Source: an optimization exercise on an open RTL-to-GDS flow (aim: small area). Production flows keep margins and buffers that such runs may drop.
The clock input has no modelled driver; a real chip could not lean on it and would need a root buffer or a full tree.
Power and IR drop assume default switching activity.

Setup of sierra:
==> module readinput, before the edit <==
module readinput(
    input clk, rst,
    input [15:0] SW,
    output reg [3:0] car_nb,
    output wire [15:0] sel,
    output reg enter, exit
    );
    reg [15:0] presentn;   
    wire [15:0] present = ~presentn;
    reg diffr, diff2;
    reg [3:0] code;
    wire [15:0] d = SW ^ present;
    wire [3:0] hi = {|(d & 16'hff00), |(d & 16'hf0f0), |(d & 16'hcccc), |(d & 16'haaaa)};
    wire [3:0] lo = {|(d & 16'h00ff), |(d & 16'h0f0f), |(d & 16'h3333), |(d & 16'h5555)};
    wire multi = |(hi & lo);
    assign sel = 16'd1 << car_nb;
    wire b = |(sel & present);
    always @(posedge clk) begin
        code <= multi ? 4'd0 : hi;
        if (diffr) car_nb <= code;
        if (!rst) begin
            presentn <= 16'hffff;
            diffr <= 1'b0;
            diff2 <= 1'b0;
            enter <= 1'b0;
            exit <= 1'b0;
        end else begin
            presentn <= ~SW;
            diffr <= hi[0] | lo[0];
            diff2 <= diffr;
            enter <= diff2 & b;
            exit <= diff2 & ~b;
        end
    end
endmodule
==> module parking_controller, before the edit <==
module parking_controller(
    input clk, rst, enter, we, v, leave, pw_correct, pwdone,
    input [15:0] sel,
    output wire full,
    output reg [15:0] LED,
    output reg [1:0] segstate
    );
    assign full = &LED;
    integer i;
    always @(posedge clk) begin
        if (!rst) begin
            LED <= 16'd0;
            segstate <= 2'b01;
        end else begin
            for (i = 0; i < 16; i = i + 1)
                if (we & sel[i]) LED[i] <= v;
            if (full & ~leave) segstate <= 2'b00;
            else if (enter | leave) segstate <= 2'b01;
            else if (pwdone) segstate <= pw_correct ? 2'b10 : 2'b11;
        end
    end
endmodule
==> module pwcheck, before the edit <==
module pwcheck(
    input clk, rst, exit, enter, full,
    input BTNL, BTNR, BTNU, BTND, BTNC,
    output wire we, v, leave, pwstart, pwdone, pw_correct
    );
    localparam [4:0] POL = 5'b00000;
    localparam [1:0] K0 = 2'd0, K1 = 2'd1, K2 = 2'd3, K3 = 2'd2;
    reg [4:0] st;
    wire [4:0] cur = st ^ POL;
    wire x = cur[4], err = cur[3], h = cur[2];
    wire [1:0] k = cur[1:0];
    reg nx, nerr, nh; reg [1:0] nk;
    wire e = BTNL | BTNR | BTNU | BTND | BTNC;
    wire nl = ~BTNL, nr = nl & ~BTNR, nu = nr & ~BTNU;
    reg match;
    always @(*) begin
        case (k)
            K0: match = BTNL;
            K1: match = nl & BTNR;
            K2: match = nr & BTNU;
            default: match = nu & ~BTND & BTNC;
        endcase
    end
    wire last = h & (k == K3);
    wire idle = err & ~h & (k == K0);
    reg [1:0] kinc;
    always @(*) case (k) K0: kinc = K1; K1: kinc = K2; K2: kinc = K3; default: kinc = K0; endcase
    assign we = x & ~err;
    assign v = h;
    assign leave = x & ~err & ~h;
    assign pwstart = rst & ~x;
    assign pwdone = pwstart & last;
    assign pw_correct = pwdone & ~err;
    always @(*) begin
        nx = x; nerr = err; nh = h; nk = k;
        if (!rst) begin
            nx = 1'b1; nerr = 1'b1; nh = 1'b0; nk = K0;
        end else if (x) begin
            nx = ~(err & ~exit & enter & ~full);
            nerr = ~(err & exit);
            nh = 1'b0;
            nk = K0;
        end else if (last) begin
            nx = 1'b1;
            nh = ~err;
            nk = K0;
        end else begin
            nh = e & (h | ~idle);
            if (h & ~e) nk = kinc;
            if (idle) nerr = ~e;
            else if (~h) nerr = err | (e & ~match);
        end
    end
    always @(posedge clk) st <= {nx, nerr, nh, nk} ^ POL;
endmodule
Settings: LEC_CHECK=0, CAP_MARGIN=20, CORE_MARGIN=2, CORE_UTILIZATION=40, SLEW_MARGIN=20; clock period 10.0 ns.
standard.sh (not shown) runs the stock make flow with config.mk's settings and CLKGATE_MAP_FILE= SYNTH_SCRIPT=/design/flow/synth_recipe.tcl, a recipe that flattens the netlist after the stock synthesis.
==> flow/flow/run.sh <==
#!/bin/bash
# The standard layout (standard.sh) with:
#  - synthesis: the standard script, but the logic is mapped by the smallest
#    of several area-oriented ABC scripts (synth.tcl), and no half-adder cells
#  - port buffers: buf_1 instead of the default
#  - one tie cell drives all the constant outputs
#  - clock: the clock port drives a few clock buffers, each driving a group
#    of registers (cts.tcl)
set -euo pipefail
F=$PWD/flow
export ABC_SCRIPTS="$(ls $F/abc_*.script | tr '\n' ' ')"
export CLOCK_BUF_CELL=${CLOCK_BUF_CELL:-sky130_fd_sc_hd__clkbuf_8}
export CLOCK_GROUPS=${CLOCK_GROUPS:-4}
export CLOCK_ROOT_CELL=${CLOCK_ROOT_CELL:-}
bash standard.sh \
  "SYNTH_SCRIPT=$F/synth.tcl" \
  "ADDER_MAP_FILE=" \
  "BUFFER_PORTS_ARGS=-buffer_cell sky130_fd_sc_hd__buf_1" \
  "PRE_CTS_TCL=$F/cts.tcl" \
  "SKIP_REPAIR_TIE_FANOUT=1" \
  finish > standard.log 2>&1
Other scripts of this flow, unchanged in this note and not shown: flow/flow/abc_a3.script, flow/flow/abc_b7.script, flow/flow/abc_b8.script, flow/flow/abc_c2.script, flow/flow/abc_c3.script, flow/flow/abc_c5.script, flow/flow/abc_c6.script, flow/flow/abc_c8.script, flow/flow/abc_d1.script, flow/flow/abc_d2.script, flow/flow/abc_d3.script, flow/flow/abc_d4.script, flow/flow/abc_d5.script, flow/flow/abc_d6.script, flow/flow/abc_d7.script, flow/flow/abc_d8.script, flow/flow/abc_d9.script, flow/flow/abc_e1.script, flow/flow/abc_e2.script, flow/flow/abc_e3.script, flow/flow/abc_ja_100_0.script, flow/flow/abc_ja_20_0.script, flow/flow/abc_jn_100_5.script, flow/flow/abc_jn_20_0.script, flow/flow/abc_jn_20_1.script, flow/flow/abc_jn_20_5.script, flow/flow/cts.tcl, flow/flow/synth.tcl
sierra completed; timing, DRC and antenna clean
Here is what was changed in the inputs of cedar compared with sierra.
diff --git a/flow/design.v b/flow/design.v
--- a/flow/design.v
+++ b/flow/design.v
@@ -1,57 +1,58 @@
 module readinput(
     input clk, rst,
     input [15:0] SW,
     output reg [3:0] car_nb,
     output wire [15:0] sel,
-    output reg enter, exit
+    output wire enter, exit
     );
     reg [15:0] presentn;   
     wire [15:0] present = ~presentn;
-    reg diffr, diff2;
+    reg diffr, diff2, ev, bq;
+    assign enter = ev & bq;
+    assign exit = ev & ~bq;
     reg [3:0] code;
     wire [15:0] d = SW ^ present;
     wire [3:0] hi = {|(d & 16'hff00), |(d & 16'hf0f0), |(d & 16'hcccc), |(d & 16'haaaa)};
     wire [3:0] lo = {|(d & 16'h00ff), |(d & 16'h0f0f), |(d & 16'h3333), |(d & 16'h5555)};
     wire multi = |(hi & lo);
     assign sel = 16'd1 << car_nb;
     wire b = |(sel & present);
     always @(posedge clk) begin
         code <= multi ? 4'd0 : hi;
+        bq <= b;
         if (diffr) car_nb <= code;
         if (!rst) begin
             presentn <= 16'hffff;
             diffr <= 1'b0;
             diff2 <= 1'b0;
-            enter <= 1'b0;
-            exit <= 1'b0;
+            ev <= 1'b0;
         end else begin
             presentn <= ~SW;
             diffr <= hi[0] | lo[0];
             diff2 <= diffr;
-            enter <= diff2 & b;
-            exit <= diff2 & ~b;
+            ev <= diff2;
         end
     end
 endmodule
 module parking_controller(
     input clk, rst, enter, we, v, leave, pw_correct, pwdone,
     input [15:0] sel,
     output wire full,
     output reg [15:0] LED,
     output reg [1:0] segstate
     );
     assign full = &LED;
     integer i;
+    always @(posedge clk)
+        for (i = 0; i < 16; i = i + 1)
+            if (~rst | (we & sel[i])) LED[i] <= v & rst;
     always @(posedge clk) begin
         if (!rst) begin
-            LED <= 16'd0;
             segstate <= 2'b01;
         end else begin
-            for (i = 0; i < 16; i = i + 1)
-                if (we & sel[i]) LED[i] <= v;
             if (full & ~leave) segstate <= 2'b00;
             else if (enter | leave) segstate <= 2'b01;
             else if (pwdone) segstate <= pw_correct ? 2'b10 : 2'b11;
         end
     end
 endmodule
@@ -65,13 +66,13 @@
 endmodule
 module pwcheck(
     input clk, rst, exit, enter, full,
     input BTNL, BTNR, BTNU, BTND, BTNC,
     output wire we, v, leave, pwstart, pwdone, pw_correct
     );
-    localparam [4:0] POL = 5'b00000;
+    localparam [4:0] POL = 5'b10100;
     localparam [1:0] K0 = 2'd0, K1 = 2'd1, K2 = 2'd3, K3 = 2'd2;
     reg [4:0] st;
     wire [4:0] cur = st ^ POL;
     wire x = cur[4], err = cur[3], h = cur[2];
     wire [1:0] k = cur[1:0];
     reg nx, nerr, nh; reg [1:0] nk;
Proportion of synthesized chip area in sequential cells was higher in the run labelled cedar.
Delta(total power of the final layout, cedar - sierra) > 0
In cedar the sequential fraction of total cell area turned out 5.3 points higher than in sierra.
[compare] base=sierra new=cedar: antenna diode count ~0 delta, number of gates resized after cts ~0 delta, maximum number of pins on one net before global-route repair +30%.
sky130_fd_sc_hd__buf_1 as the leading cell type in the layout, fill and taps excluded was reported by cedar, and sky130_fd_sc_hd__dfxtp_1 by sierra.
Global-route usage ends up lower on cedar.
Function was not checked in any run of this note: the RTL went through the layout flow alone. In every run of this note, the design's own scripts or RTL, not TritonCTS, make the clock network.

## re-timing with driven ports
Ports are ideal in the flow. The routed layouts listed here were re-timed in OpenROAD. Step 1: set_driving_cell puts a clkbuf_16 on clk and a buf_2 on each other input, an assumption about the parent block. Step 2 moves the port delays by t, midway between the first and last clock arrival at a register: inputs arrive t later, outputs are due t later. That takes back most of the time a late clock gives input paths. Slacks: ideal / step 1 / step 2; pairs: ideal / step 1.
| run | t, ns | setup slack, ns | slew at the worst register clock pin (ns) | cell pins on the clock port's net |
|---|---|---|---|---|
| sierra | 0.218 | 4.581 / 4.560 / 4.560 | 0.11 / 0.11 | 4 |
| cedar | 0.210 | 5.126 / 5.102 / 5.102 | 0.10 / 0.10 | 4 |
After both steps every run listed still meets setup and hold. The setup slack of cedar, which loses most, moves by -0.024 ns with the drivers and by -0.024 ns with both steps.
